Background: an optimization exercise with open tools, aiming at a short achievable clock period and few clock cycles. Do not read the settings as production practice. At most, simulation tests tie the RTL to the original design; equivalence was not proved. No activity file was given, so power comes from the tool's default toggle rates.

==> inputs of run K <==
// t21_node
module t21_node(
        input clk,
        input reset,
        input signed [10:0] left_in_data,
        input left_in_valid,
        output signed left_in_ready,
        input signed [10:0] right_in_data,
        input right_in_valid,
        output signed right_in_ready,
        input signed [10:0] up_in_data,
        input up_in_valid,
        output signed up_in_ready,
        input signed [10:0] down_in_data,
        input down_in_valid,
        output signed down_in_ready,
        output signed [10:0] left_out_data,
        output left_out_valid,
        input signed left_out_ready,
        output signed [10:0] right_out_data,
        output right_out_valid,
        input signed right_out_ready,
        output signed [10:0] up_out_data,
        output up_out_valid,
        input signed up_out_ready,
        output signed [10:0] down_out_data,
        output down_out_valid,
        input signed down_out_ready,
        input write_en,
        input [4:0] write_addr,
        input [20:0] write_data
    );
==> flow/config.mk <==
export PLATFORM = sky130hd
export DESIGN_NAME = t21_node
export DESIGN_NICKNAME = t21_node
export VERILOG_FILES = /design/flow/design.v
export SDC_FILE = /design/flow/constraint.sdc
export NUM_CORES = 4
export LEC_CHECK = 0
export CAP_MARGIN = 20
export CORE_MARGIN = 2
export CORE_UTILIZATION = 30
export PLACE_DENSITY = 0.45
export SLEW_MARGIN = 20
==> flow/constraint.sdc <==
create_clock -name core_clock -period 11.0 [get_ports {clk}]
set_input_delay 2.2000 -clock core_clock [delete_from_list [all_inputs] [get_ports {clk}]]
set_output_delay 2.2000 -clock core_clock [all_outputs]
set_load 0.01 [all_outputs]
standard.sh (not shown) runs the stock make flow with config.mk's settings and CLKGATE_MAP_FILE= SYNTH_SCRIPT=/design/flow/synth_recipe.tcl, a recipe that flattens the netlist after the stock synthesis.
==> flow/flow/run.sh <==
#!/bin/bash
set -uo pipefail
bash standard.sh SETUP_SLACK_MARGIN=7.5 finish > layout.log 2>&1
==> run X: changes against run K <==
--- a/flow/design.v
+++ b/flow/design.v
@@ -123,17 +123,17 @@
         cond = (o == OP_JMP) || (o == OP_JRO) ||
                (o == OP_JEZ && zf) || (o == OP_JNZ && !zf) ||
                (o == OP_JGZ && !zf && !nf) || (o == OP_JLZ && nf);
     endfunction
     reg [20:0] ram_i [0:31];
     reg [2:0]  ram_n [0:31];
     reg [4:0]  ram_t [0:31];
     reg [4:0]  nm1;             
-    wire signed [11:0] wsum = {7'd0, write_addr} + {write_data[13], write_data[13:3]};
+    wire signed [11:0] wsum = $signed({7'd0, write_addr}) + $signed({write_data[13], write_data[13:3]});
     wire [4:0] wtraw = wsum[11] ? 5'd0 : (|wsum[10:5]) ? 5'd31 : wsum[4:0];
     always @(posedge clk) begin
         if (write_en) begin
             ram_i[write_addr] <= write_data;
             ram_t[write_addr] <= wtraw;
             nm1 <= write_addr;
         end
     end
@@ -154,62 +154,62 @@
     function [4:0] clampt;
         input [4:0] t;
         input [4:0] last;
         clampt = (t > last) ? last : t;
     endfunction
     reg [4:0]  pc;
     reg [20:0] cur;
     reg [2:0]  cur_n;
+    reg [4:0]  cur_c;
     reg [20:0] ns, nt;
     reg [2:0]  ns_n, nt_n;
     reg [4:0]  ns_c, nt_c;      
     reg [4:0]  ns_pc, nt_pc;
     reg [4:0]  ns_sq, nt_sq;    
     reg        nt_v;
     reg        rf;
     reg signed [10:0] acc, bak;
-    reg [10:0] sv;              
+    reg [10:0] sv;
     reg [4:0]  jt, jt_sq;       
     reg        opr;
     reg        pre;
-    reg [4:0]  prp;             
     reg [3:0]  rdy;
-    reg [3:0]  rsel;            
     reg [3:0]  ov;
-    reg [10:0] od_u, od_d, od_l, od_r;    
+    reg [10:0] od;
     reg        wd;
     assign up_in_ready = rdy[0];
     assign down_in_ready = rdy[1];
     assign left_in_ready = rdy[2];
     assign right_in_ready = rdy[3];
     assign up_out_valid = ov[0];
     assign down_out_valid = ov[1];
     assign left_out_valid = ov[2];
     assign right_out_valid = ov[3];
-    assign up_out_data = od_u;
-    assign down_out_data = od_d;
-    assign left_out_data = od_l;
-    assign right_out_data = od_r;
+    assign up_out_data = od;
+    assign down_out_data = od;
+    assign left_out_data = od;
+    assign right_out_data = od;
     wire [3:0] in_v = {right_in_valid, left_in_valid, down_in_valid, up_in_valid};
     wire [3:0] out_r = {right_out_ready, left_out_ready, down_out_ready, up_out_ready};
     wire rd_fire = |(rdy & in_v);
-    wire [10:0] rd_data = ({11{rsel[0]}} & up_in_data) | ({11{rsel[1]}} & down_in_data) |
-                          ({11{rsel[2]}} & left_in_data) | ({11{rsel[3]}} & right_in_data);
+    wire [10:0] rd_data = ({11{rdy[0]}} & up_in_data) | ({11{rdy[1]}} & down_in_data) |
+                          ({11{rdy[2]}} & left_in_data) | ({11{rdy[3]}} & right_in_data);
     wire wr_fire = |(ov & out_r);
     wire [3:0]  op  = cur[20:17];
     wire [2:0]  src = cur[16:14];
     wire [10:0] cc  = cur[13:3];
     wire [2:0]  dst = cur[2:0];
     wire src_p = is_port(src);
     wire src_h = is_hang(src);
     wire dst_p = is_port(dst);
     wire dst_h = is_hang(dst);
-    wire signed [10:0] S = sv;
-    reg z, ng;    
+    wire signed [10:0] S = (src == TARGET_NIL) ? cc : (src == TARGET_ACC) ? acc : sv;
+    wire z = (acc == 11'd0);
+    wire ng = acc[10];
     wire taken = cond(op, z, ng);
     wire jmp = is_jmp(op);
     wire cjump = jmp && taken && (src == TARGET_NIL);
     wire djump = jmp && taken && (src != TARGET_NIL);
     wire signed [11:0] asum = acc + S;
     wire signed [11:0] adif = acc - S;
     wire [10:0] add_s = sat(asum);
     wire [10:0] sub_s = sat(adif);
@@ -227,33 +227,30 @@
             OP_SWP: begin acc_x = bak; bak_x = acc; end
             OP_SAV: bak_x = acc;
             OP_ADD: acc_x = add_s;
             OP_SUB: acc_x = sub_s;
             OP_NEG: acc_x = neg_a;
             default: ;
         endcase
     end
-    wire [11:0] za = {acc[10], acc};
-    wire [11:0] zb = {S[10], S};
-    wire add_z = ((za ^ zb) == {za[10:0] | zb[10:0], 1'b0});
     reg zx, nx_;
     always @* begin
         zx = z;
         nx_ = ng;
         case (op)
             OP_MOV: if (dst == TARGET_ACC) begin zx = (S == 11'd0); nx_ = S[10]; end
             OP_SWP: begin zx = (bak == 11'd0); nx_ = bak[10]; end
-            OP_ADD: begin zx = add_z; nx_ = asum[11]; end
-            OP_SUB: begin zx = (acc == S); nx_ = adif[11]; end
+            OP_ADD: begin zx = (asum == 12'd0); nx_ = asum[11]; end
+            OP_SUB: begin zx = (adif == 12'd0); nx_ = adif[11]; end
             OP_NEG: begin zx = z; nx_ = neg_a[10]; end
             default: ;
         endcase
     end
-    wire signed [11:0] jsum = {7'd0, pc} + {S[10], S};
+    wire signed [11:0] jsum = $signed({7'd0, pc}) + $signed({S[10], S});
     wire jlo = jsum[11];
     wire jhi = (|jsum[10:5]) || (jsum[4:0] >= nm1);
     wire [4:0] jtgt = jlo ? 5'd0 : jhi ? nm1 : jsum[4:0];
     wire [4:0] jtgt_sq = jlo ? ((nm1 == 5'd0) ? 5'd0 : 5'd1) : jhi ? 5'd0 : jsum[4:0] + 5'd1;
     wire hang = src_h || (opr && dst_h);
     wire base_ok = !rf && opr && !hang;
     wire need_w = base_ok && dst_p && !(|ov) && !wd;
     wire fill = base_ok && cjump && !nt_v;
@@ -278,17 +275,17 @@
     wire [2:0]  f_tc_n = ram_n[nt_c];
     wire [4:0]  f_tc_c = clampt(ram_t[nt_c], nm1);
     wire [20:0] f_j_i  = ram_i[jt];
     wire [2:0]  f_j_n  = ram_n[jt];
     wire [4:0]  f_j_c  = clampt(ram_t[jt], nm1);
     wire [20:0] f_jq_i = ram_i[jt_sq];
     wire [2:0]  f_jq_n = ram_n[jt_sq];
     wire [4:0]  f_jq_c = clampt(ram_t[jt_sq], nm1);
-    wire fdj = base_ok && djump && src_p && !dst_p;
+    wire fdj = exec && djump && src_p;
     wire rl = rf || fdj;
     wire [20:0] ld    = rl ? f_j_i : nx;
     wire [4:0]  ld_pc = rl ? jt : nx_pc;
     wire [2:0]  ld_n  = rl ? f_j_n : nx_n;
     wire [2:0]  ld_s  = tk ? f_tc_i[16:14] : f_sc_i[16:14];
     wire [4:0]  ld_c  = rl ? f_j_c : nx_c;
     wire [3:0]  ld_op = ld[20:17];
     wire [2:0]  ld_src = ld[16:14];
@@ -297,71 +294,57 @@
     wire ld_opr = !is_port(ld_src) || pre_hit;
     wire ld_tk = cond(ld_op, zx, nx_);
     wire ld_cj = is_jmp(ld_op) && ld_src == TARGET_NIL && !rl;
     wire [2:0] ld_pn = (ld_cj && ld_tk) ? ld_s : ld_n;
     wire ld_pre_ok = ld_opr && !is_hang(ld_src) && (!is_jmp(ld_op) || ld_cj) && !is_port(ld_dst) &&
                      !is_hang(ld_dst) && is_port(ld_pn);
     wire ld_wfast = ld_opr && is_port(ld_dst) && !is_hang(ld_src) &&
                     (is_port(ld_src) || ld_op == OP_MOV);
-    wire [3:0] rdy_ld = (!ld_opr) ? port_oh(ld_src) : ld_pre_ok ? port_oh(ld_pn) : 4'd0;
     wire [10:0] ld_w = is_port(ld_src) ? rd_data :
                        (ld_src == TARGET_NIL) ? ld[13:3] : (rf ? acc : acc_x);
-    wire [10:0] ld_sv = (ld_src == TARGET_NIL) ? ld[13:3] :
-                        (ld_src == TARGET_ACC) ? (rf ? acc : acc_x) : rd_data;
-    wire [4:0] jpc = pre ? prp : pc;
-    wire [6:0] jpc0 = {2'b00, jpc};
-    wire [6:0] jpc1 = {2'b00, jpc} + 7'd1;
-    wire [6:0] jpcm = {2'b00, jpc} - {2'b00, nm1};
-    wire [6:0] rd7 = {rd_data[5], rd_data[5:0]};
-    wire big_pos = !rd_data[10] && (|rd_data[9:5]);
-    wire big_neg = rd_data[10] && !(&rd_data[9:5]);
-    wire [6:0] rs0 = jpc0 + rd7;
-    wire [6:0] rs1 = jpc1 + rd7;
-    wire [6:0] rsm = jpcm + rd7;
-    wire rlo = big_neg || (!big_pos && rs0[6]);
-    wire rhi = !rlo && (big_pos || !rsm[6]);
-    wire [4:0] jt_rd = rlo ? 5'd0 : rhi ? nm1 : rs0[4:0];
-    wire [4:0] jt_rd_sq = rlo ? ((nm1 == 5'd0) ? 5'd0 : 5'd1) : rhi ? 5'd0 : rs1[4:0];
+    wire [4:0] jpc = pre ? nx_pc : pc;
+    wire signed [11:0] rsum = $signed({7'd0, jpc}) + $signed({rd_data[10], rd_data});
+    wire rlo = rsum[11];
+    wire rhi = (|rsum[10:5]) || (rsum[4:0] >= nm1);
+    wire [4:0] jt_rd = rlo ? 5'd0 : rhi ? nm1 : rsum[4:0];
+    wire [4:0] jt_rd_sq = rlo ? ((nm1 == 5'd0) ? 5'd0 : 5'd1) : rhi ? 5'd0 : rsum[4:0] + 5'd1;
     wire [4:0] wlast = write_en ? write_addr : nm1;
     always @(posedge clk) begin
         if (reset) begin
             jt <= 5'd0;
             jt_sq <= (wlast == 5'd0) ? 5'd0 : 5'd1;
             rf <= 1'b1;
             nt_v <= 1'b0;
             acc <= 11'd0;
             bak <= 11'd0;
-            z <= 1'b1;
-            ng <= 1'b0;
             opr <= 1'b0;
             pre <= 1'b0;
             rdy <= 4'd0;
             ov <= 4'd0;
             wd <= 1'b0;
         end else if (rf || exec) begin
             wd <= 1'b0;
             if (exec) begin
                 acc <= acc_x;
                 bak <= bak_x;
-                z <= zx;
-                ng <= nx_;
             end
-            if (exec && djump && !fdj) begin
+            if (exec && djump && !src_p) begin
                 jt <= jtgt;
                 jt_sq <= jtgt_sq;
                 rf <= 1'b1;
                 rdy <= 4'd0;
                 ov <= 4'd0;
                 pre <= 1'b0;
             end else begin
                 rf <= 1'b0;
                 pc <= ld_pc;
                 cur <= ld;
                 cur_n <= ld_n;
+                cur_c <= ld_c;
                 if (rl) begin
                     ns <= f_jq_i;
                     ns_n <= f_jq_n;
                     ns_c <= f_jq_c;
                     ns_pc <= jt_sq;
                     ns_sq <= seqa(jt_sq, nm1);
                 end else if (tk) begin
                     ns <= f_ts_i;
@@ -384,30 +367,25 @@
                     nt_n <= f_sc_n;
                     nt_c <= f_sc_c;
                     nt_pc <= ns_c;
                     nt_sq <= seqa(ns_c, nm1);
                 end
                 nt_v <= !rl;
                 if (rl) jt <= f_j_c;
                 opr <= ld_opr;
-                sv <= ld_sv;
                 if (pre_hit) begin
+                    sv <= rd_data;
                     jt <= jt_rd;
                     jt_sq <= jt_rd_sq;
                 end
                 pre <= ld_pre_ok;
-                prp <= (ld_cj && ld_tk) ? (tk ? nt_c : ns_c) : (rl ? jt_sq : (tk ? nt_sq : ns_sq));
-                rdy <= rdy_ld;
-                if (|rdy_ld) rsel <= rdy_ld;
+                rdy <= (!ld_opr) ? port_oh(ld_src) : ld_pre_ok ? port_oh(ld_pn) : 4'd0;
                 ov <= ld_wfast ? port_oh(ld_dst) : 4'd0;
-                if (ld_dst == TARGET_UP) od_u <= ld_w;
-                if (ld_dst == TARGET_DOWN) od_d <= ld_w;
-                if (ld_dst == TARGET_LEFT) od_l <= ld_w;
-                if (ld_dst == TARGET_RIGHT) od_r <= ld_w;
+                if (ld_wfast) od <= ld_w;
             end
         end else begin
             if (fill) begin
                 nt <= f_j_i;
                 nt_n <= f_j_n;
                 nt_c <= f_j_c;
                 nt_pc <= jt;
                 nt_sq <= seqa(jt, nm1);
@@ -418,29 +396,21 @@
                 end
             end
             if (!opr && rd_fire) begin
                 opr <= 1'b1;
                 sv <= rd_data;
                 jt <= jt_rd;
                 jt_sq <= jt_rd_sq;
                 pre <= pre_ok_cur;
-                prp <= ns_pc;
                 rdy <= pre_ok_cur ? port_oh(cur_n) : 4'd0;
-                if (pre_ok_cur) rsel <= port_oh(cur_n);
                 if (dst_p) begin
                     ov <= port_oh(dst);
-                    if (dst == TARGET_UP) od_u <= rd_data;
-                    if (dst == TARGET_DOWN) od_d <= rd_data;
-                    if (dst == TARGET_LEFT) od_l <= rd_data;
-                    if (dst == TARGET_RIGHT) od_r <= rd_data;
+                    od <= rd_data;
                 end
             end
             if (need_w) begin
                 ov <= port_oh(dst);
-                if (dst == TARGET_UP) od_u <= wval;
-                if (dst == TARGET_DOWN) od_d <= wval;
-                if (dst == TARGET_LEFT) od_l <= wval;
-                if (dst == TARGET_RIGHT) od_r <= wval;
+                od <= wval;
             end
         end
     end
 endmodule
Settings changed: CORE_UTILIZATION 30 to 40, PLACE_DENSITY 0.45 to default.
==> run E: changes against run K <==
--- a/flow/design.v
+++ b/flow/design.v
@@ -168,17 +168,16 @@
     reg        rf;
     reg signed [10:0] acc, bak;
     reg [10:0] sv;              
     reg [4:0]  jt, jt_sq;       
     reg        opr;
     reg        pre;
     reg [4:0]  prp;             
     reg [3:0]  rdy;
-    reg [3:0]  rsel;            
     reg [3:0]  ov;
     reg [10:0] od_u, od_d, od_l, od_r;    
     reg        wd;
     assign up_in_ready = rdy[0];
     assign down_in_ready = rdy[1];
     assign left_in_ready = rdy[2];
     assign right_in_ready = rdy[3];
     assign up_out_valid = ov[0];
@@ -187,18 +186,18 @@
     assign right_out_valid = ov[3];
     assign up_out_data = od_u;
     assign down_out_data = od_d;
     assign left_out_data = od_l;
     assign right_out_data = od_r;
     wire [3:0] in_v = {right_in_valid, left_in_valid, down_in_valid, up_in_valid};
     wire [3:0] out_r = {right_out_ready, left_out_ready, down_out_ready, up_out_ready};
     wire rd_fire = |(rdy & in_v);
-    wire [10:0] rd_data = ({11{rsel[0]}} & up_in_data) | ({11{rsel[1]}} & down_in_data) |
-                          ({11{rsel[2]}} & left_in_data) | ({11{rsel[3]}} & right_in_data);
+    wire [10:0] rd_data = ({11{rdy[0]}} & up_in_data) | ({11{rdy[1]}} & down_in_data) |
+                          ({11{rdy[2]}} & left_in_data) | ({11{rdy[3]}} & right_in_data);
     wire wr_fire = |(ov & out_r);
     wire [3:0]  op  = cur[20:17];
     wire [2:0]  src = cur[16:14];
     wire [10:0] cc  = cur[13:3];
     wire [2:0]  dst = cur[2:0];
     wire src_p = is_port(src);
     wire src_h = is_hang(src);
     wire dst_p = is_port(dst);
@@ -227,28 +226,25 @@
             OP_SWP: begin acc_x = bak; bak_x = acc; end
             OP_SAV: bak_x = acc;
             OP_ADD: acc_x = add_s;
             OP_SUB: acc_x = sub_s;
             OP_NEG: acc_x = neg_a;
             default: ;
         endcase
     end
-    wire [11:0] za = {acc[10], acc};
-    wire [11:0] zb = {S[10], S};
-    wire add_z = ((za ^ zb) == {za[10:0] | zb[10:0], 1'b0});
     reg zx, nx_;
     always @* begin
         zx = z;
         nx_ = ng;
         case (op)
             OP_MOV: if (dst == TARGET_ACC) begin zx = (S == 11'd0); nx_ = S[10]; end
             OP_SWP: begin zx = (bak == 11'd0); nx_ = bak[10]; end
-            OP_ADD: begin zx = add_z; nx_ = asum[11]; end
-            OP_SUB: begin zx = (acc == S); nx_ = adif[11]; end
+            OP_ADD: begin zx = (asum == 12'd0); nx_ = asum[11]; end
+            OP_SUB: begin zx = (adif == 12'd0); nx_ = adif[11]; end
             OP_NEG: begin zx = z; nx_ = neg_a[10]; end
             default: ;
         endcase
     end
     wire signed [11:0] jsum = {7'd0, pc} + {S[10], S};
     wire jlo = jsum[11];
     wire jhi = (|jsum[10:5]) || (jsum[4:0] >= nm1);
     wire [4:0] jtgt = jlo ? 5'd0 : jhi ? nm1 : jsum[4:0];
@@ -297,17 +293,16 @@
     wire ld_opr = !is_port(ld_src) || pre_hit;
     wire ld_tk = cond(ld_op, zx, nx_);
     wire ld_cj = is_jmp(ld_op) && ld_src == TARGET_NIL && !rl;
     wire [2:0] ld_pn = (ld_cj && ld_tk) ? ld_s : ld_n;
     wire ld_pre_ok = ld_opr && !is_hang(ld_src) && (!is_jmp(ld_op) || ld_cj) && !is_port(ld_dst) &&
                      !is_hang(ld_dst) && is_port(ld_pn);
     wire ld_wfast = ld_opr && is_port(ld_dst) && !is_hang(ld_src) &&
                     (is_port(ld_src) || ld_op == OP_MOV);
-    wire [3:0] rdy_ld = (!ld_opr) ? port_oh(ld_src) : ld_pre_ok ? port_oh(ld_pn) : 4'd0;
     wire [10:0] ld_w = is_port(ld_src) ? rd_data :
                        (ld_src == TARGET_NIL) ? ld[13:3] : (rf ? acc : acc_x);
     wire [10:0] ld_sv = (ld_src == TARGET_NIL) ? ld[13:3] :
                         (ld_src == TARGET_ACC) ? (rf ? acc : acc_x) : rd_data;
     wire [4:0] jpc = pre ? prp : pc;
     wire [6:0] jpc0 = {2'b00, jpc};
     wire [6:0] jpc1 = {2'b00, jpc} + 7'd1;
     wire [6:0] jpcm = {2'b00, jpc} - {2'b00, nm1};
@@ -391,23 +386,22 @@
                 opr <= ld_opr;
                 sv <= ld_sv;
                 if (pre_hit) begin
                     jt <= jt_rd;
                     jt_sq <= jt_rd_sq;
                 end
                 pre <= ld_pre_ok;
                 prp <= (ld_cj && ld_tk) ? (tk ? nt_c : ns_c) : (rl ? jt_sq : (tk ? nt_sq : ns_sq));
-                rdy <= rdy_ld;
-                if (|rdy_ld) rsel <= rdy_ld;
+                rdy <= (!ld_opr) ? port_oh(ld_src) : ld_pre_ok ? port_oh(ld_pn) : 4'd0;
                 ov <= ld_wfast ? port_oh(ld_dst) : 4'd0;
-                if (ld_dst == TARGET_UP) od_u <= ld_w;
-                if (ld_dst == TARGET_DOWN) od_d <= ld_w;
-                if (ld_dst == TARGET_LEFT) od_l <= ld_w;
-                if (ld_dst == TARGET_RIGHT) od_r <= ld_w;
+                if (ld_wfast && ld_dst == TARGET_UP) od_u <= ld_w;
+                if (ld_wfast && ld_dst == TARGET_DOWN) od_d <= ld_w;
+                if (ld_wfast && ld_dst == TARGET_LEFT) od_l <= ld_w;
+                if (ld_wfast && ld_dst == TARGET_RIGHT) od_r <= ld_w;
             end
         end else begin
             if (fill) begin
                 nt <= f_j_i;
                 nt_n <= f_j_n;
                 nt_c <= f_j_c;
                 nt_pc <= jt;
                 nt_sq <= seqa(jt, nm1);
@@ -420,17 +414,16 @@
             if (!opr && rd_fire) begin
                 opr <= 1'b1;
                 sv <= rd_data;
                 jt <= jt_rd;
                 jt_sq <= jt_rd_sq;
                 pre <= pre_ok_cur;
                 prp <= ns_pc;
                 rdy <= pre_ok_cur ? port_oh(cur_n) : 4'd0;
-                if (pre_ok_cur) rsel <= port_oh(cur_n);
                 if (dst_p) begin
                     ov <= port_oh(dst);
                     if (dst == TARGET_UP) od_u <= rd_data;
                     if (dst == TARGET_DOWN) od_d <= rd_data;
                     if (dst == TARGET_LEFT) od_l <= rd_data;
                     if (dst == TARGET_RIGHT) od_r <= rd_data;
                 end
             end
==> summary.txt <==
Outcome
  – Run status: no timing/DRC/antenna violations

Logic synthesis
  – Synth cell count leaders: 1535 x sky130_fd_sc_hd__mux4_2, 1089 x sky130_fd_sc_hd__edfxtp_1, 450 x sky130_fd_sc_hd__nand2_1
  – Average cell area after synthesis: between 10 and 15 sq um
  – Fraction of synthesized cell area in xor and xnor cells: 0.007850

Cells and area
  – FF+latch area: 34280 sq um
  – Clock network area share: 0.04296

Route
  – Met3 wire length: about 60000 microns

Clocking
  – Post-cts resize count: between 1000 and 1500

Timing
  – Clock Skew: a little under 40 ps

Pwr
  – Combinational cell fraction of total power: 0.547
(the above is from run E)
==> summary.txt <==
Cells and area
  – Most frequent cells in the layout: 1525 x sky130_fd_sc_hd__mux4_2, 1093 x sky130_fd_sc_hd__edfxtp_1, 525 x sky130_fd_sc_hd__buf_4, 365 x sky130_fd_sc_hd__nand2_1, 313 x sky130_fd_sc_hd__nor2_1
  – Clock network area share: 0.04130
  – FF+latch area: 34420 sq um

Logic synthesis
  – Biggest area consumer among synthesized cells: sky130_fd_sc_hd__mux4_2
  – Share of synthesized flip-flops with an asynchronous set or reset: 0
  – Fraction of synthesized cell area in xor and xnor cells: 0.009414
  – Synth cell count leaders: 1525 x sky130_fd_sc_hd__mux4_2, 1093 x sky130_fd_sc_hd__edfxtp_1, 417 x sky130_fd_sc_hd__clkbuf_1

Timing
  – Post-Route Hold Slack: between 400 and 500 ps
  – Clock Skew: about 88 ps

Pwr
  – Power dissipated in sequential cells: about 5.4 mW
  – Combinational cell fraction of total power: 0.491

Clocking
  – Post-cts resize count: about 1200
  – Count of clock tree sinks: between 1000 and 1500

Global routing
  – GR Util All Layers: 0.2930

Outcome
  – Run status: no timing/DRC/antenna violations

Flow run
  – Number of max-cap violations: 0

Critical path
  – Depth of the critical timing path with buffers and inverters included: 17
(the above is from run K)
==> summary.txt <==
Outcome
  – Run status: no timing/DRC/antenna violations

Cells and area
  – Most frequent cells in the layout: 1564 x sky130_fd_sc_hd__mux4_2, 1062 x sky130_fd_sc_hd__edfxtp_1, 368 x sky130_fd_sc_hd__buf_4, 352 x sky130_fd_sc_hd__nand2_1, 233 x sky130_fd_sc_hd__nor2_1
  – Number of sequential storage elements: between 1000 and 1500
  – Post-layout nets: about 6800
  – Clock network area share: 0.04053

Placed design
  – Placement Setup Slack: 4647 ps

Timing
  – Setup repair after global routing missed its margin: true
  – Clock Skew: between 30 and 40 ps
  – PnR worst setup slack: 6263 ps

Logic synthesis
  – Average cell area after synthesis: ~14 sq um
  – Multiplexer share of the synthesized area: 0.4310
  – Synth cell count leaders: 1564 x sky130_fd_sc_hd__mux4_2, 1062 x sky130_fd_sc_hd__edfxtp_1, 421 x sky130_fd_sc_hd__clkbuf_1
  – Fraction of synthesized cell area in xor and xnor cells: 0.008014

Pwr
  – Combinational cell fraction of total power: 0.507

Clocking
  – Post-cts resize count: 974

Route
  – Met3 wire length: roughly 65000 microns
(the above is from run X)
Testbench counts of run K, summed over its fixed seeds: cycles 42,633.
Testbench counts of run E, summed over its fixed seeds: cycles 42,633.
No functional check of the RTL was part of run X.

-- separate check: timing with driven ports --
In the flow no input, the clock included, has a driving cell. The finished layouts below were timed again as built, in two steps. Step 1: set_driving_cell puts a clkbuf_16 on clk and a buf_2 on each other input, an assumption about the parent block. Step 2 moves the port delays by t, midway between the first and last clock arrival at a register: inputs arrive t later, outputs are due t later. That takes back most of the time a late clock gives input paths. a / b / c = no drivers / after step 1 / after step 2; a / b = the first two.
| run | t (ns) | setup slack, ns | cell pins on the clock port's net |
|---|---|---|---|
| run K | 0.959 | 6.614 / 6.614 / 5.927 | 1 |
| run X | 0.909 | 6.263 / 6.263 / 5.557 | 1 |
| run E | 0.952 | 6.588 / 6.588 / 5.840 | 1 |
After both steps every run listed still meets setup and hold. For run E, which loses most, drivers alone change the setup slack by 0.000 ns; drivers and shift together by -0.748 ns.
